This is an optimization exercise on Yosys and OpenROAD, whose aim is small area, a short achievable clock period and few clock cycles, not a production implementation. Function was checked by simulation only, so behaviour that the tests miss may differ from the original. Power figures rest on the tool's default switching activity, not on a simulated workload.

==> design/flow/config.mk <==
export PLATFORM = sky130hd
export DESIGN_NAME = alu
export DESIGN_NICKNAME = alu
export VERILOG_FILES = /design/flow/design.v
export SDC_FILE = /design/flow/constraint.sdc
export NUM_CORES = 4
export LEC_CHECK = 0
export CAP_MARGIN = 20
export CORE_MARGIN = 2
export CORE_UTILIZATION = 40
export SLEW_MARGIN = 20
==> design/flow/constraint.sdc <==
create_clock -name core_clock -period 24.0 [get_ports {clk}]
set_input_delay 4.8000 -clock core_clock [delete_from_list [all_inputs] [get_ports {clk}]]
set_output_delay 4.8000 -clock core_clock [all_outputs]
set_load 0.01 [all_outputs]
==> design/flow/design.v <==
module alu(
    input [31:0] A,
    input [31:0] B,
    input [2:0] ALUop,
    input clk,
    input reset,
    output reg [31:0] Result,
    output done
);
wire mod_sel = (ALUop == 3'b111);
wire [31:0] mod_result;
mod #(.R_STEPS(2)) mod_instance (
    .clk(clk),
    .reset(reset),
    .start(mod_sel),
    .A(A),
    .B(B),
    .Result(mod_result),
    .done(done)
);
wire [31:0] y = B ^ {32{~ALUop[0]}};
wire [32:0] c;
pfx32f add_carry(.g(A & y), .p(A ^ y), .cin(ALUop[1]), .c(c));
wire [31:0] sum = A ^ y ^ c[31:0];
wire t11 = ~ALUop[1];
wire t10 = ALUop[1] ^ ALUop[0];
wire t00 = ALUop[1] & ALUop[0];
wire [31:0] both = A & B;
wire [31:0] any = A | B;
reg [31:0] logic_res;
integer i;
always @(*)
    for (i = 0; i < 32; i = i + 1)
        logic_res[i] = both[i] ? t11 : (any[i] ? t10 : t00);
wire is_logic = ~ALUop[2];
wire is_arith = ALUop[2] & (ALUop[1] ^ ALUop[0]);
wire is_gt = ALUop[2] & ~ALUop[1] & ~ALUop[0];
wire mod_done = mod_sel & done;
always @(*) begin
    Result = (logic_res & {32{is_logic}}) | (sum & {32{is_arith}}) | (mod_result & {32{mod_done}});
    Result[0] = Result[0] | (is_gt & c[32]);
end
endmodule
module mod_cu(
    input clk,
    input reset,
    input start,               
    input [3:0] g,             
    output load,               
    output last,               
    output done
);
    reg active;                
    reg [3:0] cnt;
    always @(posedge clk or posedge reset) begin
        if (reset) begin
            active <= 1'b0;
            cnt    <= 4'd0;
        end else begin
            active <= start;
            if (load)       cnt <= g;
            else if (!last) cnt <= cnt - 4'd1;
        end
    end
    assign load = start & ~active;
    assign last = (cnt == 4'd0);
    assign done = active & last;
endmodule
module mod_dp #(parameter R_STEPS = 2) (
    input clk,
    input [31:0] A,
    input [31:0] B,
    input load,
    input last,
    output [3:0] g,
    output [31:0] Result
);
    localparam DW = 32 + R_STEPS - 1;
    reg [31:0] R;
    reg [DW-1:0] D;
    function [2:0] lz4;
        input [3:0] x;
        begin
            lz4[2] = ~|x;
            lz4[1] = ~|x[3:2];
            lz4[0] = ~x[3] & (x[2] | ~x[1]);
        end
    endfunction
    function [5:0] lz32;
        input [31:0] x;
        reg [2:0] n [0:7];
        reg [3:0] m [0:3];
        reg [4:0] k [0:1];
        integer i;
        begin
            for (i = 0; i < 8; i = i + 1) n[i] = lz4(x[31-4*i -: 4]);
            for (i = 0; i < 4; i = i + 1)
                m[i] = n[2*i][2] ? {n[2*i+1][2], 1'b1, n[2*i+1][1:0]} : {2'b00, n[2*i][1:0]};
            for (i = 0; i < 2; i = i + 1)
                k[i] = m[2*i][3] ? {m[2*i+1][3], 1'b1, m[2*i+1][2:0]} : {2'b00, m[2*i][2:0]};
            lz32 = k[0][4] ? {k[1][4], 1'b1, k[1][3:0]} : {2'b00, k[0][3:0]};
        end
    endfunction
    wire [5:0] ca = lz32(A);
    wire [5:0] cb = lz32(B);
    wire [6:0] dd = {1'b0, cb} - {1'b0, ca};
    wire [4:0] d = dd[6] ? 5'd0 : dd[4:0];
    wire [4:0] gq = d / R_STEPS;
    assign g = gq[3:0];
    reg [DW-1:0] dn;
    integer k;
    always @(*) begin
        dn = {B, {(R_STEPS-1){1'b0}}};
        for (k = 0; k < 4; k = k + 1)
            if (g[k]) dn = dn << (R_STEPS << k);
    end
    wire [31:0] rc [0:R_STEPS];
    assign rc[0] = R;
    genvar j;
    generate for (j = 0; j < R_STEPS; j = j + 1) begin : chain
        wire [31:0] df;
        wire b;
        mod_step #(.DW(DW - j)) st(.r(rc[j]), .d(D[DW-1:j]), .bin(1'b0), .q(rc[j+1]), .diff(df), .bout(b));
    end endgenerate
    always @(posedge clk) begin
        if (load) begin
            R <= A;
            D <= dn;
        end else begin
            R <= rc[R_STEPS];
            D <= last ? {DW{1'b0}} : (D >> R_STEPS);
        end
    end
    assign Result = rc[R_STEPS];
endmodule
module mod_step #(parameter DW = 33, parameter FAST = 0) (
    input [31:0] r,
    input [DW-1:0] d,
    input bin,
    output [31:0] q,
    output [31:0] diff,
    output bout
);
    wire [32:0] b;
    generate
        if (FAST) pfx32f borrow(.g(~r & d[31:0]), .p(~(r ^ d[31:0])), .cin(bin), .c(b));
        else      pfx32 borrow(.g(~r & d[31:0]), .p(~(r ^ d[31:0])), .cin(bin), .c(b));
    endgenerate
    generate
        if (DW > 32) assign bout = b[32] | (|d[DW-1:32]);
        else         assign bout = b[32];
    endgenerate
    assign diff = r ^ d[31:0] ^ b[31:0];
    assign q = bout ? r : diff;
endmodule
module pfx32(input [31:0] g, input [31:0] p, input cin, output [32:0] c);
  wire G0c = g[0] | (p[0] & cin);
  wire G2 = g[1] | (p[1] & G0c);
  wire G3 = g[3] | (p[3] & g[2]);
  wire P3 = p[3] & p[2];
  wire G4 = g[5] | (p[5] & g[4]);
  wire P4 = p[5] & p[4];
  wire G5 = g[7] | (p[7] & g[6]);
  wire P5 = p[7] & p[6];
  wire G6 = g[9] | (p[9] & g[8]);
  wire P6 = p[9] & p[8];
  wire G7 = g[11] | (p[11] & g[10]);
  wire P7 = p[11] & p[10];
  wire G8 = g[13] | (p[13] & g[12]);
  wire P8 = p[13] & p[12];
  wire G9 = g[15] | (p[15] & g[14]);
  wire P9 = p[15] & p[14];
  wire G10 = g[17] | (p[17] & g[16]);
  wire P10 = p[17] & p[16];
  wire G11 = g[19] | (p[19] & g[18]);
  wire P11 = p[19] & p[18];
  wire G12 = g[21] | (p[21] & g[20]);
  wire P12 = p[21] & p[20];
  wire G13 = g[23] | (p[23] & g[22]);
  wire P13 = p[23] & p[22];
  wire G14 = g[25] | (p[25] & g[24]);
  wire P14 = p[25] & p[24];
  wire G15 = g[27] | (p[27] & g[26]);
  wire P15 = p[27] & p[26];
  wire G16 = g[29] | (p[29] & g[28]);
  wire P16 = p[29] & p[28];
  wire G17 = g[31] | (p[31] & g[30]);
  wire P17 = p[31] & p[30];
  wire G18 = G3 | (P3 & G2);
  wire G19 = G5 | (P5 & G4);
  wire P19 = P5 & P4;
  wire G20 = G7 | (P7 & G6);
  wire P20 = P7 & P6;
  wire G21 = G9 | (P9 & G8);
  wire P21 = P9 & P8;
  wire G22 = G11 | (P11 & G10);
  wire P22 = P11 & P10;
  wire G23 = G13 | (P13 & G12);
  wire P23 = P13 & P12;
  wire G24 = G15 | (P15 & G14);
  wire P24 = P15 & P14;
  wire G25 = G17 | (P17 & G16);
  wire P25 = P17 & P16;
  wire G26 = G19 | (P19 & G18);
  wire G27 = G21 | (P21 & G20);
  wire P27 = P21 & P20;
  wire G28 = G23 | (P23 & G22);
  wire P28 = P23 & P22;
  wire G29 = G25 | (P25 & G24);
  wire P29 = P25 & P24;
  wire G30 = G27 | (P27 & G26);
  wire G31 = G29 | (P29 & G28);
  wire P31 = P29 & P28;
  wire G32 = G31 | (P31 & G30);
  wire G33 = G28 | (P28 & G30);
  wire G34 = G20 | (P20 & G26);
  wire G35 = G22 | (P22 & G30);
  wire G36 = G24 | (P24 & G33);
  wire G37 = G4 | (P4 & G18);
  wire G38 = G6 | (P6 & G26);
  wire G39 = G8 | (P8 & G34);
  wire G40 = G10 | (P10 & G30);
  wire G41 = G12 | (P12 & G35);
  wire G42 = G14 | (P14 & G33);
  wire G43 = G16 | (P16 & G36);
  wire G44 = g[2] | (p[2] & G2);
  wire G45 = g[4] | (p[4] & G18);
  wire G46 = g[6] | (p[6] & G37);
  wire G47 = g[8] | (p[8] & G26);
  wire G48 = g[10] | (p[10] & G38);
  wire G49 = g[12] | (p[12] & G34);
  wire G50 = g[14] | (p[14] & G39);
  wire G51 = g[16] | (p[16] & G30);
  wire G52 = g[18] | (p[18] & G40);
  wire G53 = g[20] | (p[20] & G35);
  wire G54 = g[22] | (p[22] & G41);
  wire G55 = g[24] | (p[24] & G33);
  wire G56 = g[26] | (p[26] & G42);
  wire G57 = g[28] | (p[28] & G36);
  wire G58 = g[30] | (p[30] & G43);
  assign c[0] = cin;
  assign c[1] = G0c;
  assign c[2] = G2;
  assign c[3] = G44;
  assign c[4] = G18;
  assign c[5] = G45;
  assign c[6] = G37;
  assign c[7] = G46;
  assign c[8] = G26;
  assign c[9] = G47;
  assign c[10] = G38;
  assign c[11] = G48;
  assign c[12] = G34;
  assign c[13] = G49;
  assign c[14] = G39;
  assign c[15] = G50;
  assign c[16] = G30;
  assign c[17] = G51;
  assign c[18] = G40;
  assign c[19] = G52;
  assign c[20] = G35;
  assign c[21] = G53;
  assign c[22] = G41;
  assign c[23] = G54;
  assign c[24] = G33;
  assign c[25] = G55;
  assign c[26] = G42;
  assign c[27] = G56;
  assign c[28] = G36;
  assign c[29] = G57;
  assign c[30] = G43;
  assign c[31] = G58;
  assign c[32] = G32;
endmodule
module pfx32f(input [31:0] g, input [31:0] p, input cin, output [32:0] c);
  wire G0c = g[0] | (p[0] & cin);
  wire G2 = g[1] | (p[1] & G0c);
  wire G3 = g[2] | (p[2] & g[1]);
  wire P3 = p[2] & p[1];
  wire G4 = g[3] | (p[3] & g[2]);
  wire P4 = p[3] & p[2];
  wire G5 = g[4] | (p[4] & g[3]);
  wire P5 = p[4] & p[3];
  wire G6 = g[5] | (p[5] & g[4]);
  wire P6 = p[5] & p[4];
  wire G7 = g[6] | (p[6] & g[5]);
  wire P7 = p[6] & p[5];
  wire G8 = g[7] | (p[7] & g[6]);
  wire P8 = p[7] & p[6];
  wire G9 = g[8] | (p[8] & g[7]);
  wire P9 = p[8] & p[7];
  wire G10 = g[9] | (p[9] & g[8]);
  wire P10 = p[9] & p[8];
  wire G11 = g[10] | (p[10] & g[9]);
  wire P11 = p[10] & p[9];
  wire G12 = g[11] | (p[11] & g[10]);
  wire P12 = p[11] & p[10];
  wire G13 = g[12] | (p[12] & g[11]);
  wire P13 = p[12] & p[11];
  wire G14 = g[13] | (p[13] & g[12]);
  wire P14 = p[13] & p[12];
  wire G15 = g[14] | (p[14] & g[13]);
  wire P15 = p[14] & p[13];
  wire G16 = g[15] | (p[15] & g[14]);
  wire P16 = p[15] & p[14];
  wire G17 = g[16] | (p[16] & g[15]);
  wire P17 = p[16] & p[15];
  wire G18 = g[17] | (p[17] & g[16]);
  wire P18 = p[17] & p[16];
  wire G19 = g[18] | (p[18] & g[17]);
  wire P19 = p[18] & p[17];
  wire G20 = g[19] | (p[19] & g[18]);
  wire P20 = p[19] & p[18];
  wire G21 = g[20] | (p[20] & g[19]);
  wire P21 = p[20] & p[19];
  wire G22 = g[21] | (p[21] & g[20]);
  wire P22 = p[21] & p[20];
  wire G23 = g[22] | (p[22] & g[21]);
  wire P23 = p[22] & p[21];
  wire G24 = g[23] | (p[23] & g[22]);
  wire P24 = p[23] & p[22];
  wire G25 = g[24] | (p[24] & g[23]);
  wire P25 = p[24] & p[23];
  wire G26 = g[25] | (p[25] & g[24]);
  wire P26 = p[25] & p[24];
  wire G27 = g[26] | (p[26] & g[25]);
  wire P27 = p[26] & p[25];
  wire G28 = g[27] | (p[27] & g[26]);
  wire P28 = p[27] & p[26];
  wire G29 = g[28] | (p[28] & g[27]);
  wire P29 = p[28] & p[27];
  wire G30 = g[29] | (p[29] & g[28]);
  wire P30 = p[29] & p[28];
  wire G31 = g[30] | (p[30] & g[29]);
  wire P31 = p[30] & p[29];
  wire G32 = g[31] | (p[31] & g[30]);
  wire P32 = p[31] & p[30];
  wire G33 = G3 | (P3 & G0c);
  wire G34 = G4 | (P4 & G2);
  wire G35 = G5 | (P5 & G3);
  wire P35 = P5 & P3;
  wire G36 = G6 | (P6 & G4);
  wire P36 = P6 & P4;
  wire G37 = G7 | (P7 & G5);
  wire P37 = P7 & P5;
  wire G38 = G8 | (P8 & G6);
  wire P38 = P8 & P6;
  wire G39 = G9 | (P9 & G7);
  wire P39 = P9 & P7;
  wire G40 = G10 | (P10 & G8);
  wire P40 = P10 & P8;
  wire G41 = G11 | (P11 & G9);
  wire P41 = P11 & P9;
  wire G42 = G12 | (P12 & G10);
  wire P42 = P12 & P10;
  wire G43 = G13 | (P13 & G11);
  wire P43 = P13 & P11;
  wire G44 = G14 | (P14 & G12);
  wire P44 = P14 & P12;
  wire G45 = G15 | (P15 & G13);
  wire P45 = P15 & P13;
  wire G46 = G16 | (P16 & G14);
  wire P46 = P16 & P14;
  wire G47 = G17 | (P17 & G15);
  wire P47 = P17 & P15;
  wire G48 = G18 | (P18 & G16);
  wire P48 = P18 & P16;
  wire G49 = G19 | (P19 & G17);
  wire P49 = P19 & P17;
  wire G50 = G20 | (P20 & G18);
  wire P50 = P20 & P18;
  wire G51 = G21 | (P21 & G19);
  wire P51 = P21 & P19;
  wire G52 = G22 | (P22 & G20);
  wire P52 = P22 & P20;
  wire G53 = G23 | (P23 & G21);
  wire P53 = P23 & P21;
  wire G54 = G24 | (P24 & G22);
  wire P54 = P24 & P22;
  wire G55 = G25 | (P25 & G23);
  wire P55 = P25 & P23;
  wire G56 = G26 | (P26 & G24);
  wire P56 = P26 & P24;
  wire G57 = G27 | (P27 & G25);
  wire P57 = P27 & P25;
  wire G58 = G28 | (P28 & G26);
  wire P58 = P28 & P26;
  wire G59 = G29 | (P29 & G27);
  wire P59 = P29 & P27;
  wire G60 = G30 | (P30 & G28);
  wire P60 = P30 & P28;
  wire G61 = G31 | (P31 & G29);
  wire P61 = P31 & P29;
  wire G62 = G32 | (P32 & G30);
  wire P62 = P32 & P30;
  wire G63 = G35 | (P35 & G0c);
  wire G64 = G36 | (P36 & G2);
  wire G65 = G37 | (P37 & G33);
  wire G66 = G38 | (P38 & G34);
  wire G67 = G39 | (P39 & G35);
  wire P67 = P39 & P35;
  wire G68 = G40 | (P40 & G36);
  wire P68 = P40 & P36;
  wire G69 = G41 | (P41 & G37);
  wire P69 = P41 & P37;
  wire G70 = G42 | (P42 & G38);
  wire P70 = P42 & P38;
  wire G71 = G43 | (P43 & G39);
  wire P71 = P43 & P39;
  wire G72 = G44 | (P44 & G40);
  wire P72 = P44 & P40;
  wire G73 = G45 | (P45 & G41);
  wire P73 = P45 & P41;
  wire G74 = G46 | (P46 & G42);
  wire P74 = P46 & P42;
  wire G75 = G47 | (P47 & G43);
  wire P75 = P47 & P43;
  wire G76 = G48 | (P48 & G44);
  wire P76 = P48 & P44;
  wire G77 = G49 | (P49 & G45);
  wire P77 = P49 & P45;
  wire G78 = G50 | (P50 & G46);
  wire P78 = P50 & P46;
  wire G79 = G51 | (P51 & G47);
  wire P79 = P51 & P47;
  wire G80 = G52 | (P52 & G48);
  wire P80 = P52 & P48;
  wire G81 = G53 | (P53 & G49);
  wire P81 = P53 & P49;
  wire G82 = G54 | (P54 & G50);
  wire P82 = P54 & P50;
  wire G83 = G55 | (P55 & G51);
  wire P83 = P55 & P51;
  wire G84 = G56 | (P56 & G52);
  wire P84 = P56 & P52;
  wire G85 = G57 | (P57 & G53);
  wire P85 = P57 & P53;
  wire G86 = G58 | (P58 & G54);
  wire P86 = P58 & P54;
  wire G87 = G59 | (P59 & G55);
  wire P87 = P59 & P55;
  wire G88 = G60 | (P60 & G56);
  wire P88 = P60 & P56;
  wire G89 = G61 | (P61 & G57);
  wire P89 = P61 & P57;
  wire G90 = G62 | (P62 & G58);
  wire P90 = P62 & P58;
  wire G91 = G67 | (P67 & G0c);
  wire G92 = G68 | (P68 & G2);
  wire G93 = G69 | (P69 & G33);
  wire G94 = G70 | (P70 & G34);
  wire G95 = G71 | (P71 & G63);
  wire G96 = G72 | (P72 & G64);
  wire G97 = G73 | (P73 & G65);
  wire G98 = G74 | (P74 & G66);
  wire G99 = G75 | (P75 & G67);
  wire P99 = P75 & P67;
  wire G100 = G76 | (P76 & G68);
  wire P100 = P76 & P68;
  wire G101 = G77 | (P77 & G69);
  wire P101 = P77 & P69;
  wire G102 = G78 | (P78 & G70);
  wire P102 = P78 & P70;
  wire G103 = G79 | (P79 & G71);
  wire P103 = P79 & P71;
  wire G104 = G80 | (P80 & G72);
  wire P104 = P80 & P72;
  wire G105 = G81 | (P81 & G73);
  wire P105 = P81 & P73;
  wire G106 = G82 | (P82 & G74);
  wire P106 = P82 & P74;
  wire G107 = G83 | (P83 & G75);
  wire P107 = P83 & P75;
  wire G108 = G84 | (P84 & G76);
  wire P108 = P84 & P76;
  wire G109 = G85 | (P85 & G77);
  wire P109 = P85 & P77;
  wire G110 = G86 | (P86 & G78);
  wire P110 = P86 & P78;
  wire G111 = G87 | (P87 & G79);
  wire P111 = P87 & P79;
  wire G112 = G88 | (P88 & G80);
  wire P112 = P88 & P80;
  wire G113 = G89 | (P89 & G81);
  wire P113 = P89 & P81;
  wire G114 = G90 | (P90 & G82);
  wire P114 = P90 & P82;
  wire G115 = G99 | (P99 & G0c);
  wire G116 = G100 | (P100 & G2);
  wire G117 = G101 | (P101 & G33);
  wire G118 = G102 | (P102 & G34);
  wire G119 = G103 | (P103 & G63);
  wire G120 = G104 | (P104 & G64);
  wire G121 = G105 | (P105 & G65);
  wire G122 = G106 | (P106 & G66);
  wire G123 = G107 | (P107 & G91);
  wire G124 = G108 | (P108 & G92);
  wire G125 = G109 | (P109 & G93);
  wire G126 = G110 | (P110 & G94);
  wire G127 = G111 | (P111 & G95);
  wire G128 = G112 | (P112 & G96);
  wire G129 = G113 | (P113 & G97);
  wire G130 = G114 | (P114 & G98);
  assign c[0] = cin;
  assign c[1] = G0c;
  assign c[2] = G2;
  assign c[3] = G33;
  assign c[4] = G34;
  assign c[5] = G63;
  assign c[6] = G64;
  assign c[7] = G65;
  assign c[8] = G66;
  assign c[9] = G91;
  assign c[10] = G92;
  assign c[11] = G93;
  assign c[12] = G94;
  assign c[13] = G95;
  assign c[14] = G96;
  assign c[15] = G97;
  assign c[16] = G98;
  assign c[17] = G115;
  assign c[18] = G116;
  assign c[19] = G117;
  assign c[20] = G118;
  assign c[21] = G119;
  assign c[22] = G120;
  assign c[23] = G121;
  assign c[24] = G122;
  assign c[25] = G123;
  assign c[26] = G124;
  assign c[27] = G125;
  assign c[28] = G126;
  assign c[29] = G127;
  assign c[30] = G128;
  assign c[31] = G129;
  assign c[32] = G130;
endmodule
module mod #(parameter R_STEPS = 2) (
    input clk,
    input reset,
    input start,               
    input [31:0] A,
    input [31:0] B,
    output [31:0] Result,      
    output done
);
    wire load, last;
    wire [3:0] g;
    mod_cu control_unit(
        .clk(clk), .reset(reset), .start(start), .g(g),
        .load(load), .last(last), .done(done)
    );
    mod_dp #(.R_STEPS(R_STEPS)) datapath(
        .clk(clk), .A(A), .B(B), .load(load), .last(last),
        .g(g), .Result(Result)
    );
endmodule
==> design/flow/flow/run.sh <==
#!/bin/bash
# The standard layout (the standard.sh: standard synthesis, floorplan, place,
# CTS, route, finish) with two changes to how it is made:
#  - setup repair aims at 12 ns of slack instead of 0, so the resizer sizes up
#    the gates on the longest paths;
#  - the port buffers are sky130_fd_sc_hd__buf_2 instead of the default pick.
# The constraints (constraint.sdc) are the standard flow's, unchanged.
set -euo pipefail
bash standard.sh SETUP_SLACK_MARGIN=12 \
    "BUFFER_PORTS_ARGS=-buffer_cell sky130_fd_sc_hd__buf_2" \
    finish > flow_make.log 2>&1
==> design/flow/standard.sh <==
#!/bin/bash
# synth_recipe.tcl (not shown) runs the flow's synth.tcl, then flattens the netlist and writes it again
# the make line also repeats each setting of config.mk as NAME=value (left out here)
make -C /OpenROAD-flow-scripts/flow DESIGN_CONFIG=/design/flow/config.mk WORK_HOME=/design/flow/orfs CLKGATE_MAP_FILE= SYNTH_SCRIPT=/design/flow/synth_recipe.tcl "${@:-finish}"
==> impl_metrics.json, run 1 <==
{
  "setup-tns-final_ns": 0,
  "cts_sinks": 70,
  "cellPowerDensity_nw_per_um2": 140,
  "cts_hold_buf": 0,
  "crit_path_start_kind": "input port",
  "overflow": 0,
  "cp_cell_sequence": "buf_16 > xor2_4 > fa_2 > inv_2 > fa_2 > a211o_1 > a2111oi_4 > nor3_2 > nor2_2 > o21bai_2 > o22ai_2 > o31a_1 > o21ai_2 > xor2_1 > a221o_1 > buf_2",
  "path_clk_slew_ns": 0.06,
  "cp.arrival_ns": 7.82,
  "grtUsageTotal_pct": 25.0,
  "die_width_um": 170,
  "synth.distinct_cells": 82,
  "outcome": "timing/DRC/antenna clean",
  "synth-async-reset-ratio_pct": 7.14,
  "netSwitchingFraction_pct": 53.0,
  "first_pass_iters": 5,
  "synth_area_leaders": "dfxtp_1, ha_1, mux2i_1, xnor2_1, fa_1",
  "setup_ws_ns": 11.38,
  "ir_drop_uv": 58.4,
  "intPower_uw": 824,
  "syn_inst": 1392,
  "nets": 1644,
  "drv_slew": 0,
  "cts_buffers": 9,
  "clk_path_buf_depth": 2,
  "grt_pass1_vias": 10131,
  "finalInstanceArea_um2": 12500,
  "start_util_pct": 40.9,
  "routed_wl_mm": 36.6,
  "n_fill_cell": 2711,
  "syn_area_um2": 11100,
  "power_frac_clock_pct": 7.9,
  "synth-edff-count": 0,
  "hold_path.class": "reg2reg",
  "port_buffers": 101,
  "ys_ff_latch": 70,
  "synth_area_leader_cell": "dfxtp_1",
  "htreeDepth": 3,
  "drv_cap": 0,
  "drc_errors": 0,
  "slew_headroom_pct": 31.8,
  "critPathKind": "in2out",
  "ys_warn_count": 15,
  "rsz0062_at_grt": "true",
  "finalHoldViolations": 0,
  "p_leak_uw": 0.00557,
  "avgSynthCellArea_um2": 7.95,
  "path_buf_inv": 3,
  "synth_seq_area_share_pct": 12.9,
  "tightest_slew_ns": 1.02,
  "ys.flop_type": "dfxtp_1",
  "dr.first_iter.drc_count": 802,
  "multiInputGateArea_um2": 9100,
  "cts_tree": "done",
  "post-route-period-util_pct": 52.6,
  "p_seq_share_pct": 13.2,
  "worst_path_most_repeated_cell": "fa_2",
  "coreArea_um2": 27100,
  "cp_max_fo": 2,
  "yosys.area.top_type_share_pct": 11.8,
  "slowest_stage": "fa_2",
  "regArea_um2": 1430,
  "layout_common_cells": "mux2i_1, ha_1, buf_2, nand2_1, a21oi_1",
  "skew_ns": 0.0100,
  "placed_area_um2": 11800,
  "vias": 10656,
  "area.growth.synth_to_final_pct": 12.8,
  "wl_per_cell_um": 20.1,
  "hpwl_mm": 28.1,
  "drive_gt1_share_pct": 16.3,
  "die_area_um2": 29000,
  "r2r_slack_ns": 17.56,
  "setup_viol": 0,
  "io_pins": 102,
  "ant_nets": 0,
  "grt_pass1_wl_mm": 56.6,
  "clockRootBuffer": "clkbuf_16",
  "worstPathRequired_ns": 19.20,
  "min_period_ns": 12.62,
  "antenna_found_initial": 1,
  "pre_cts_slack_ns": 10.26,
  "std_cell_rows": 60,
  "grt_max_degree": 70,
  "cp_top_family": "compound AO/OA/AOI/OAI gates",
  "final_common_cell": "mux2i_1",
  "worstSetupEndpointType": "output port",
  "fmax_ghz": 0.0793,
  "max_stage_delay_ns": 0.36,
  "die_h_um": 170,
  "globalplace.congestion": 0.930,
  "syn_nets": 1595,
  "switchingPower_uw": 930,
  "combPwrFrac_pct": 79.0,
  "clock_latency_ns": 0.34,
  "vias_per_cell": 5.86
}
worst paths after layout:
check                                       startpoint                               end  depth (start not counted)
min in group asynchronous                        reset  mod_instance.control_unit.active                          2
setup / recovery                              ALUop[0]                        Result[30]                         16
max in group asynchronous                        reset  mod_instance.control_unit.cnt[3]                          2
hold reg to reg            mod_instance.datapath.D[13]       mod_instance.datapath.D[11]                          2
hold / removal             mod_instance.datapath.D[13]       mod_instance.datapath.D[11]                          2
setup reg to reg            mod_instance.datapath.R[0]       mod_instance.datapath.R[18]                         22
cell families (layout without fill, tap and decap cells):
logic type                 Yosys count  in the layout  share of synthesized area, %
buffers and inverters              187            241                          6.88
and+or+nand+nor                    324            324                          14.7
DFF                                 70             70                          12.9
adders and majority gates          135            135                          17.5
other                                0              1                             0
AOI/OAI and AO/OA                  431            431                          26.4
muxes                              152            152                          14.3
xor gates and xnor gates            93             93                          7.36
power by group through the flow:
| stage | Sequential (µW) | Combinational, µW | Clock [µW] |
|---|---|---|---|
| floorplan | 212 | 973 | 0 |
| finish | 231 | 1380 | 138 |
| CTS | 231 | 1350 | 138 |
| global placement | 232 | 1300 | 0 |
| detailed placement | 233 | 1330 | 0 |
| global route | 237 | 1530 | 143 |
metrics by stage:
stage / hold slack [ns] / std cells / total power (µW) / utilization, %
final: 0.527 / 1819 / 1750 / 46.1
after global routing: 0.567 / 1819 / 1910 / 46.1
after CTS: 0.529 / 1808 / 1720 / 45.4
after detailed placement: 0.521 / 1779 / 1560 / 43.5
after global placement: 0.522 / 1779 / 1540 / 43.5
after floorplan: 0.471 / 1392 / 1190 / -
routing by layer:
metal  wire length (µm)  share of wire [%]  global-route usage, %  vias to the layer above
met4                792                2.2                   6.61                        0
met2              17000                 46                   41.3                      313
met5                  0                  0                      0                        -
li1                   -                  -                      -                     5161
met3               1860                5.1                   2.02                       48
met1              17000                 46                   35.0                     5134
registers in the layout, summed over array words and instances, names as in the netlist:
signal	flops
mod_instance.control_unit.active	1
mod_instance.control_unit.cnt	4
mod_instance.datapath.R	32
mod_instance.datapath.D	33
tightest hold or removal path, cell delays in order, from the launching register on:
cell,delay (ns)
dfxtp_1,0.35
nand2_1,0.07
o21ai_0,0.06
layout make-up:
cell class | instances | area share (%)
antenna | 1 | 0.0200
inverter | 92 | 2.86
clock inverter | 4 | 0.441
sequential | 70 | 11.4
tap | 372 | 3.73
timing repair buffer | 132 | 6.61
multi-input combinational | 1135 | 72.9
timing repair inverter | 1 | 0.0701
clock buffer | 12 | 1.97
Yosys cell counts (25+ instances only):
master and number:
mux2i_1 118, a21oi_1 104, ha_1 100, nand2_1 95, o21ai_0 95, inv_1 91, xnor2_1 78, nor2_1 72
a211oi_1 68, clkbuf_1 66, dfxtp_1 65, nor2b_1 45, a21o_1 43, fa_1 34, mux2_2 27, nor3_1 25
what timing repair did:
item | CTS | global route
endpoints found under the setup margin | 32 | 32
pin swaps | 26 | 22
gates cloned | 2 | 0
resized for setup | 19 | 22
setup buffers | 11 | 10
Testbench counts, summed over its fixed seeds: cycles 2,985.
==> run 2: changes to the inputs <==
--- a/design/flow/design.v
+++ b/design/flow/design.v
@@ -20,7 +20,7 @@
 );
 wire [31:0] y = B ^ {32{~ALUop[0]}};
 wire [32:0] c;
-pfx32f add_carry(.g(A & y), .p(A ^ y), .cin(ALUop[1]), .c(c));
+pfx32s add_carry(.g(A & y), .p(A ^ y), .cin(ALUop[1]), .c(c));
 wire [31:0] sum = A ^ y ^ c[31:0];
 wire t11 = ~ALUop[1];
 wire t10 = ALUop[1] ^ ALUop[0];
@@ -535,6 +535,171 @@
   assign c[31] = G129;
   assign c[32] = G130;
 endmodule
+module pfx32s(input [31:0] g, input [31:0] p, input cin, output [32:0] c);
+  wire G0c = g[0] | (p[0] & cin);
+  wire G2 = g[1] | (p[1] & G0c);
+  wire G3 = g[3] | (p[3] & g[2]);
+  wire P3 = p[3] & p[2];
+  wire G4 = g[5] | (p[5] & g[4]);
+  wire P4 = p[5] & p[4];
+  wire G5 = g[7] | (p[7] & g[6]);
+  wire P5 = p[7] & p[6];
+  wire G6 = g[9] | (p[9] & g[8]);
+  wire P6 = p[9] & p[8];
+  wire G7 = g[11] | (p[11] & g[10]);
+  wire P7 = p[11] & p[10];
+  wire G8 = g[13] | (p[13] & g[12]);
+  wire P8 = p[13] & p[12];
+  wire G9 = g[15] | (p[15] & g[14]);
+  wire P9 = p[15] & p[14];
+  wire G10 = g[17] | (p[17] & g[16]);
+  wire P10 = p[17] & p[16];
+  wire G11 = g[19] | (p[19] & g[18]);
+  wire P11 = p[19] & p[18];
+  wire G12 = g[21] | (p[21] & g[20]);
+  wire P12 = p[21] & p[20];
+  wire G13 = g[23] | (p[23] & g[22]);
+  wire P13 = p[23] & p[22];
+  wire G14 = g[25] | (p[25] & g[24]);
+  wire P14 = p[25] & p[24];
+  wire G15 = g[27] | (p[27] & g[26]);
+  wire P15 = p[27] & p[26];
+  wire G16 = g[29] | (p[29] & g[28]);
+  wire P16 = p[29] & p[28];
+  wire G17 = g[31] | (p[31] & g[30]);
+  wire P17 = p[31] & p[30];
+  wire G18 = g[2] | (p[2] & G2);
+  wire G19 = G3 | (P3 & G2);
+  wire G20 = g[6] | (p[6] & G4);
+  wire P20 = p[6] & P4;
+  wire G21 = G5 | (P5 & G4);
+  wire P21 = P5 & P4;
+  wire G22 = g[10] | (p[10] & G6);
+  wire P22 = p[10] & P6;
+  wire G23 = G7 | (P7 & G6);
+  wire P23 = P7 & P6;
+  wire G24 = g[14] | (p[14] & G8);
+  wire P24 = p[14] & P8;
+  wire G25 = G9 | (P9 & G8);
+  wire P25 = P9 & P8;
+  wire G26 = g[18] | (p[18] & G10);
+  wire P26 = p[18] & P10;
+  wire G27 = G11 | (P11 & G10);
+  wire P27 = P11 & P10;
+  wire G28 = g[22] | (p[22] & G12);
+  wire P28 = p[22] & P12;
+  wire G29 = G13 | (P13 & G12);
+  wire P29 = P13 & P12;
+  wire G30 = g[26] | (p[26] & G14);
+  wire P30 = p[26] & P14;
+  wire G31 = G15 | (P15 & G14);
+  wire P31 = P15 & P14;
+  wire G32 = g[30] | (p[30] & G16);
+  wire P32 = p[30] & P16;
+  wire G33 = G17 | (P17 & G16);
+  wire P33 = P17 & P16;
+  wire G34 = g[4] | (p[4] & G19);
+  wire G35 = G4 | (P4 & G19);
+  wire G36 = G20 | (P20 & G19);
+  wire G37 = G21 | (P21 & G19);
+  wire G38 = g[12] | (p[12] & G23);
+  wire P38 = p[12] & P23;
+  wire G39 = G8 | (P8 & G23);
+  wire P39 = P8 & P23;
+  wire G40 = G24 | (P24 & G23);
+  wire P40 = P24 & P23;
+  wire G41 = G25 | (P25 & G23);
+  wire P41 = P25 & P23;
+  wire G42 = g[20] | (p[20] & G27);
+  wire P42 = p[20] & P27;
+  wire G43 = G12 | (P12 & G27);
+  wire P43 = P12 & P27;
+  wire G44 = G28 | (P28 & G27);
+  wire P44 = P28 & P27;
+  wire G45 = G29 | (P29 & G27);
+  wire P45 = P29 & P27;
+  wire G46 = g[28] | (p[28] & G31);
+  wire P46 = p[28] & P31;
+  wire G47 = G16 | (P16 & G31);
+  wire P47 = P16 & P31;
+  wire G48 = G32 | (P32 & G31);
+  wire P48 = P32 & P31;
+  wire G49 = G33 | (P33 & G31);
+  wire P49 = P33 & P31;
+  wire G50 = g[8] | (p[8] & G37);
+  wire G51 = G6 | (P6 & G37);
+  wire G52 = G22 | (P22 & G37);
+  wire G53 = G23 | (P23 & G37);
+  wire G54 = G38 | (P38 & G37);
+  wire G55 = G39 | (P39 & G37);
+  wire G56 = G40 | (P40 & G37);
+  wire G57 = G41 | (P41 & G37);
+  wire G58 = g[24] | (p[24] & G45);
+  wire P58 = p[24] & P45;
+  wire G59 = G14 | (P14 & G45);
+  wire P59 = P14 & P45;
+  wire G60 = G30 | (P30 & G45);
+  wire P60 = P30 & P45;
+  wire G61 = G31 | (P31 & G45);
+  wire P61 = P31 & P45;
+  wire G62 = G46 | (P46 & G45);
+  wire P62 = P46 & P45;
+  wire G63 = G47 | (P47 & G45);
+  wire P63 = P47 & P45;
+  wire G64 = G48 | (P48 & G45);
+  wire P64 = P48 & P45;
+  wire G65 = G49 | (P49 & G45);
+  wire P65 = P49 & P45;
+  wire G66 = g[16] | (p[16] & G57);
+  wire G67 = G10 | (P10 & G57);
+  wire G68 = G26 | (P26 & G57);
+  wire G69 = G27 | (P27 & G57);
+  wire G70 = G42 | (P42 & G57);
+  wire G71 = G43 | (P43 & G57);
+  wire G72 = G44 | (P44 & G57);
+  wire G73 = G45 | (P45 & G57);
+  wire G74 = G58 | (P58 & G57);
+  wire G75 = G59 | (P59 & G57);
+  wire G76 = G60 | (P60 & G57);
+  wire G77 = G61 | (P61 & G57);
+  wire G78 = G62 | (P62 & G57);
+  wire G79 = G63 | (P63 & G57);
+  wire G80 = G64 | (P64 & G57);
+  wire G81 = G65 | (P65 & G57);
+  assign c[0] = cin;
+  assign c[1] = G0c;
+  assign c[2] = G2;
+  assign c[3] = G18;
+  assign c[4] = G19;
+  assign c[5] = G34;
+  assign c[6] = G35;
+  assign c[7] = G36;
+  assign c[8] = G37;
+  assign c[9] = G50;
+  assign c[10] = G51;
+  assign c[11] = G52;
+  assign c[12] = G53;
+  assign c[13] = G54;
+  assign c[14] = G55;
+  assign c[15] = G56;
+  assign c[16] = G57;
+  assign c[17] = G66;
+  assign c[18] = G67;
+  assign c[19] = G68;
+  assign c[20] = G69;
+  assign c[21] = G70;
+  assign c[22] = G71;
+  assign c[23] = G72;
+  assign c[24] = G73;
+  assign c[25] = G74;
+  assign c[26] = G75;
+  assign c[27] = G76;
+  assign c[28] = G77;
+  assign c[29] = G78;
+  assign c[30] = G79;
+  assign c[31] = G80;
+  assign c[32] = G81;
+endmodule
 module mod #(parameter R_STEPS = 2) (
     input clk,
     input reset,
==> run 2 against run 1 <==
Final area down 3.2%. Cell count down 6.6%. Routed wire length down 2.5%. Non-clock buffer count shrank 7. Clock skew increased by 0.0026 ns. Hold slack lost 0.011 ns. Critical path depth up 1. Critical path type unchanged. Critical endpoint is now Result[26].
==> impl_metrics.json, run 2 <==
{
  "cts_hold_buf": 0,
  "wl_per_cell_um": 21.0,
  "drv_cap": 0,
  "n_fill_cell": 2605,
  "grt_util_met1_pct": 36.6,
  "drc_errors": 0,
  "cts_buffers": 9,
  "syn_area_um2": 10600,
  "clock_latency_ns": 0.34,
  "critPathKind": "in2out",
  "p_leak_uw": 0.00553,
  "die_area_um2": 27800,
  "tightest_slew_ns": 0.926,
  "finalHoldViolations": 0,
  "synth_area_leader_cell": "dfxtp_1",
  "grt_pass1_vias": 9559,
  "p_seq_share_pct": 13.2,
  "top_regs": "mod_instance.datapath.D x33, mod_instance.datapath.R x32, mod_instance.control_unit.cnt x4",
  "cts_sinks": 70,
  "clk_path_buf_depth": 2,
  "final_common_cell": "ha_1",
  "antenna_found_initial": 0,
  "busiest_layer": "met2",
  "ant_nets": 0,
  "synth_area_leaders": "dfxtp_1, ha_1, mux2i_1, fa_1, xnor2_1",
  "grtUsageMet3_pct": 2.31,
  "first_pass_iters": 6,
  "vias": 10166,
  "die_h_um": 167,
  "std_cell_rows": 59,
  "min_period_ns": 12.79,
  "worstSetupEndpointType": "output port",
  "switchingPower_uw": 897,
  "fmax_ghz": 0.0782,
  "nets": 1565,
  "rsz0062_at_grt": "true",
  "ys_ff_latch": 70,
  "largest_reg_flops": 33,
  "start_util_pct": 40.6,
  "overflow": 0,
  "ys_warn_count": 15,
  "intPower_uw": 864,
  "avgSynthCellArea_um2": 8.07,
  "crit_path_start_kind": "input port",
  "cts_tree": "done",
  "grtUsageMet2_pct": 39.5,
  "synth_commonest_cells": "ha_1, a21oi_1, inv_1",
  "io_pins": 102,
  "cp_max_fo": 2,
  "yosys.area.top_type_share_pct": 12.3,
  "ys.flop_type": "dfxtp_1",
  "slew_headroom_pct": 37.8,
  "skew_ns": 0.0126,
  "antenna_cells": 0,
  "globalplace.congestion": 0.973,
  "cellPowerDensity_nw_per_um2": 146,
  "dr.first_iter.drc_count": 918,
  "drive_gt1_share_pct": 18.9,
  "hpwl_mm": 28.1,
  "grt_max_degree": 62,
  "port_buffers": 101,
  "combPwrFrac_pct": 77.2,
  "vias_per_cell": 5.98,
  "synth-async-reset-ratio_pct": 7.14,
  "syn_inst": 1313,
  "routed_wl_mm": 35.7,
  "drv_slew": 0,
  "synth-edff-count": 0,
  "cp.arrival_ns": 7.99,
  "grt_pass1_wl_mm": 55.2,
  "setup_viol": 0,
  "power_frac_clock_pct": 9.6,
  "clockRootBuffer": "clkbuf_16",
  "worstPathRequired_ns": 19.20,
  "path_clk_slew_ns": 0.06,
  "yosysMostFrequentCell": "ha_1",
  "outcome": "timing/DRC/antenna clean",
  "netSwitchingFraction_pct": 50.9,
  "grtUsageTotal_pct": 25.1,
  "pre_cts_slack_ns": 10.14,
  "syn_nets": 1519,
  "synth.distinct_cells": 74,
  "die_width_um": 167,
  "layout_common_cells": "ha_1, buf_2, inv_1, mux2i_1, nor2_1",
  "htreeDepth": 3,
  "area.growth.synth_to_final_pct": 14.2,
  "ir_drop_uv": 56.2,
  "coreArea_um2": 26100,
  "largest-register": "mod_instance.datapath.D",
  "synth_seq_area_share_pct": 13.5,
  "setup-tns-final_ns": 0,
  "setup_ws_ns": 11.21,
  "hold_path.class": "reg2reg",
  "post-route-period-util_pct": 53.3
}
==> run 2: path summary, 6_finish.rpt <==
| kind | depth (start not counted) | from | slack, ns | to |
|---|---|---|---|---|
| max | 17 | B[0] | 11.21 | Result[26] |
| min in group asynchronous | 2 | reset | 4.36 | mod_instance.control_unit.active |
| max reg2reg | 26 | mod_instance.datapath.R[0] | 17.54 | mod_instance.datapath.R[14] |
| min | 2 | mod_instance.datapath.D[18] | 0.52 | mod_instance.datapath.D[16] |
| max in group asynchronous | 2 | reset | 19.43 | mod_instance.control_unit.cnt[3] |
| min reg2reg | 2 | mod_instance.datapath.D[18] | 0.52 | mod_instance.datapath.D[16] |
==> run 2: cell type report <==
type	count	area, µm²	share of cell area [%]
clock buffers	9	225	1.86
flip-flops and latches	70	1430	11.8
well taps	335	419	3.47
multi-input cells	1060	8720	72.1
clock inverters	7	146	1.21
inverters	93	362	2.99
repair buffers	125	790	6.53
==> run 2: critical path, cell delays in order <==
cell	delay, ns
buf_12	0.11
xor2_4	0.16
fa_2	0.22
inv_2	0.04
fa_2	0.35
a21o_1	0.16
a21o_1	0.17
a2111o_1	0.40
nand4b_1	0.22
a211oi_2	0.15
or2_4	0.29
a21oi_4	0.20
o21bai_4	0.08
a21oi_2	0.14
xor2_1	0.21
o221ai_2	0.11
buf_2	0.17
==> run 2: metal layers <==
metal | share of wire, % | vias to the layer above | routed length [µm]
li1 | - | 4858 | -
met1 | 46 | 4873 | 16600
met2 | 45 | 373 | 16100
met3 | 5.9 | 62 | 2110
met4 | 2.7 | 0 | 966
met5 | 0 | - | 0
==> run 2: power by group through the flow <==
stage | Clock [µW] | Combinational (µW) | Sequential (µW)
finish | 168 | 1360 | 233
global route | 174 | 1530 | 241
CTS | 169 | 1340 | 233
detailed placement | 0 | 1320 | 236
global placement | 0 | 1290 | 235
floorplan | 0 | 1000 | 214
==> run 2: what timing repair did <==
action                     CTS  global route
setup buffers               13             0
pin swaps                   16            25
gates cloned                 1             0
setup endpoints to repair   32            32
resized for setup           35            25
==> run 2: stage by stage <==
| stage | cells | hold slack (ns) | util, % | area (µm²) | power (µW) |
|---|---|---|---|---|---|
| global route | 1699 | 0.570 | 46.4 | 12100 | 1940 |
| floorplan | 1313 | 0.475 | - | 10700 | 1220 |
| CTS | 1698 | 0.523 | 45.9 | 12000 | 1740 |
| finish | 1699 | 0.516 | 46.4 | 12100 | 1760 |
| global placement | 1668 | 0.506 | 43.4 | 11300 | 1530 |
| detailed placement | 1668 | 0.515 | 43.4 | 11300 | 1550 |
==> run 2: logic make-up after synthesis <==
group,after synthesis,synth area share (%)
simple gates,299,13.8
fa+ha+maj,137,18.9
xor+xnor,89,7.36
mux,139,14.9
compound gates,396,24.7
buf+inv,183,6.83
flops,70,13.5
Testbench counts of run 2, summed over its fixed seeds: cycles 2,985.
==> run 3: changes to the inputs <==
==> design/flow/flow/run.sh (replaced) <==
#!/bin/bash
# The standard layout (the standard.sh: standard synthesis, floorplan, place,
# CTS, route, finish) with three changes to how it is made:
#  - setup repair aims at 11 ns of slack instead of 0, so the resizer sizes up
#    the gates on the longest paths;
#  - the port buffers are sky130_fd_sc_hd__buf_2 instead of the default pick;
#  - the clock tree is built from sky130_fd_sc_hd__clkbuf_8.
# The constraints (constraint.sdc) are the standard flow's, unchanged.
set -euo pipefail
bash standard.sh SETUP_SLACK_MARGIN=11 \
    "BUFFER_PORTS_ARGS=-buffer_cell sky130_fd_sc_hd__buf_2" \
    CTS_BUF_LIST=sky130_fd_sc_hd__clkbuf_8 \
    finish > flow_make.log 2>&1
==> run 3 against run 2 <==
Still clean. Core utilization is 2.1 points lower. Maximum frequency down 0.53%. Die area stayed put. Clock power decreased by 46%. Clock-buffer cell count grew 2. Combinational power barely moved. Hold slack improved by 0.0087 ns. Sequential cell count is the same. Via count decreased by 2.5%. Clock skew shrank 0.0011 ns. Largest cell class unchanged. Largest power group unchanged.
==> impl_metrics.json, run 3 <==
{
  "outcome": "timing/DRC/antenna clean",
  "synth-edff-count": 0,
  "drive_gt1_share_pct": 15.2,
  "port_buffers": 101,
  "synth_area_leader_cell": "dfxtp_1",
  "worstPathRequired_ns": 19.20,
  "syn_nets": 1519,
  "regArea_um2": 1430,
  "skew_ns": 0.0115,
  "antenna_cells": 0,
  "min_period_ns": 12.86,
  "drv_slew": 0,
  "hpwl_mm": 27.9,
  "setup_ws_ns": 11.14,
  "htreeDepth": 3,
  "area.growth.synth_to_final_pct": 9.12,
  "ys_ff_latch": 70,
  "ir_drop_uv": 71.1,
  "drc_errors": 0,
  "ys_warn_count": 15,
  "cp_max_fo": 7,
  "largest-register": "mod_instance.datapath.D",
  "start_util_pct": 40.6,
  "cts_buffers": 9,
  "synth_area_leaders": "dfxtp_1, ha_1, mux2i_1, fa_1, xnor2_1",
  "path_clk_slew_ns": 0.08,
  "grt_max_degree": 69,
  "rsz0062_at_grt": "true",
  "syn_inst": 1313,
  "avgSynthCellArea_um2": 8.07,
  "io_pins": 102,
  "grt_pass1_vias": 9489,
  "finalHoldViolations": 0,
  "setup-tns-final_ns": 0,
  "post-route-period-util_pct": 53.6,
  "die_h_um": 167,
  "p_leak_uw": 0.00528,
  "largest_reg_flops": 33,
  "clockRootBuffer": "clkbuf_8",
  "globalplace.congestion": 0.946,
  "coreArea_um2": 26100,
  "fmax_ghz": 0.0778,
  "hold_path.class": "reg2reg",
  "multiInputGateArea_um2": 8530,
  "cp.arrival_ns": 8.06,
  "std_cell_rows": 59,
  "yosys.area.top_type_share_pct": 12.3,
  "synth_commonest_cells": "ha_1, a21oi_1, inv_1",
  "synth_seq_area_share_pct": 13.5,
  "max_stage_delay_ns": 0.41,
  "yosysMostFrequentCell": "ha_1",
  "slew_headroom_pct": 42.2,
  "grtUsageTotal_pct": 24.8,
  "antenna_found_initial": 0,
  "setup_viol": 0,
  "layout_common_cells": "ha_1, buf_2, a21oi_1, inv_1, mux2i_1",
  "drv_cap": 0,
  "synth-async-reset-ratio_pct": 7.14,
  "ys.flop_type": "dfxtp_1",
  "clk_path_buf_depth": 2,
  "top_regs": "mod_instance.datapath.D x33, mod_instance.datapath.R x32, mod_instance.control_unit.cnt x4",
  "pre_cts_slack_ns": 10.04,
  "worstSetupEndpointType": "output port",
  "tightest_slew_ns": 0.867,
  "nets": 1551,
  "routed_wl_mm": 35.2,
  "n_fill_cell": 2628,
  "utilization_pct": 44.3,
  "cp_cell_sequence": "buf_2 > inv_1 > fa_1 > inv_1 > fa_2 > a21o_1 > a21o_1 > a2111o_1 > nand4b_1 > a211oi_2 > o2111ai_2 > a31oi_2 > buf_4 > xnor2_1 > o22ai_1 > a31oi_1 > o21ai_0 > buf_2",
  "cts_sinks": 70,
  "first_pass_iters": 5,
  "vias": 9914,
  "vias_per_cell": 5.88,
  "wl_per_cell_um": 20.9,
  "overflow": 0,
  "grt_pass1_wl_mm": 54.4,
  "die_area_um2": 27800,
  "clock_latency_ns": 0.36,
  "synth.distinct_cells": 74,
  "dr.first_iter.drc_count": 797,
  "cts_tree": "done",
  "ant_nets": 0,
  "die_width_um": 167,
  "slowest_stage": "fa_1",
  "cellPowerDensity_nw_per_um2": 144,
  "syn_area_um2": 10600,
  "crit_path_start_kind": "input port",
  "hold_slack_ns": 0.525,
  "critPathKind": "in2out"
}
==> run 3: cell counts after synthesis <==
No cell type changed its count.
==> run 3: area by class of cell <==
type	count	area share, %
clock inverter	5	0.303
sequential	70	12.3
timing repair buffer	111	5.54
inverter	93	3.05
clock buffer	11	1.31
tap	335	3.63
multi-input combinational	1060	73.8
==> run 3: routing by layer <==
metal	routed length (µm)	share of wire, %	up-vias	global-route usage (%)
met1	16300	46	4707	35.7
met2	15900	45	335	39.2
met3	2060	5.8	51	2.64
li1	-	-	4821	-
met5	0	0	-	0
met4	942	2.7	0	7.61
==> run 3: cells by family (layout without fill, tap and decap cells) <==
kind of cell             Yosys count  after routing  synth area share, %
multiplexers                     139            139                 14.9
adder cells (fa/ha/maj)          137            137                 18.9
buffers and inverters            183            220                 6.83
AND/OR/NAND/NOR                  299            299                 13.8
XOR/XNOR                          89             89                 7.36
AO/OA/AOI/OAI                    396            396                 24.7
flip-flops                        70             70                 13.5
==> run 3: worst paths after layout <==
| path | depth (start not counted) | to | from | slack, ns |
|---|---|---|---|---|
| max | 18 | Result[29] | A[0] | 11.14 |
| min | 2 | mod_instance.datapath.D[13] | mod_instance.datapath.D[15] | 0.53 |
| max reg2reg | 25 | mod_instance.datapath.R[8] | mod_instance.datapath.R[0] | 17.04 |
| min reg2reg | 2 | mod_instance.datapath.D[13] | mod_instance.datapath.D[15] | 0.53 |
| max in group asynchronous | 2 | mod_instance.control_unit.cnt[3] | reset | 19.47 |
| min in group asynchronous | 2 | mod_instance.control_unit.cnt[2] | reset | 4.34 |
==> run 3: timing repair <==
item                       CTS  global route
gates cloned                 1             0
hold buffers                 0             0
setup endpoints to repair   24            18
hold endpoints to repair     0             0
pin swaps                    4             6
gates resized for setup     17             7
setup buffers                2             0
==> run 3: per-stage QoR <==
stage / total power [µW] / area, µm² / std cells
4_1_cts: 1650 / 11500 / 1685
3_5_place_dp: 1550 / 11200 / 1666
2_1_floorplan: 1200 / 10600 / 1313
5_1_grt: 1840 / 11600 / 1685
6_report: 1660 / 11600 / 1685
3_3_place_gp: 1530 / 11200 / 1666
==> run 3: power breakdown <==
group / switching [µW] / total (µW) / internal, µW
logic: 777 / 1330 / 557
clock network: 48.4 / 91.4 / 43.0
registers: 55.0 / 235 / 180
total: 881 / 1660 / 780
==> run 3: critical path, delay by kind of cell <==
kind                       cells  cell delay (ns)
AOI/OAI and AO/OA              9             1.62
xor gates and xnor gates       1             0.11
adders and majority gates      2             0.62
buffers and inverters          5             0.69
and+or+nand+nor                1             0.23

-- what the ideal ports hide --
In the flow no input, the clock included, has a driving cell. The finished layouts below were timed again as built, in two steps. Step 1: set_driving_cell puts a clkbuf_16 on clk and a buf_2 on each other input, an assumption about the parent block. Step 2 also shifts input and output timing later by t, the mid clock arrival at the registers, as if the neighbouring blocks saw the same clock. Slacks: no drivers / after step 1 / after step 2; pairs: no drivers / after step 1.
| run | t, ns | setup WS [ns] | hold slack, ns | worst setup path after step 2 | worst register clock-pin slew, ns |
|---|---|---|---|---|---|
| run 1 | 0.378 | 11.385 / 11.284 / 11.284 | 0.527 / 0.527 / 0.527 | input to output | 0.06 / 0.06 |
| run 2 | 0.379 | 11.207 / 11.059 / 11.059 | 0.516 / 0.516 / 0.516 | input to output | 0.07 / 0.07 |
| run 3 | 0.384 | 11.140 / 10.991 / 10.991 | 0.525 / 0.525 / 0.525 | input to output | 0.08 / 0.08 |
After both steps setup and hold are still met in every run listed. The setup slack of run 3, which loses most, moves by -0.149 ns with the drivers and by -0.149 ns with both steps.
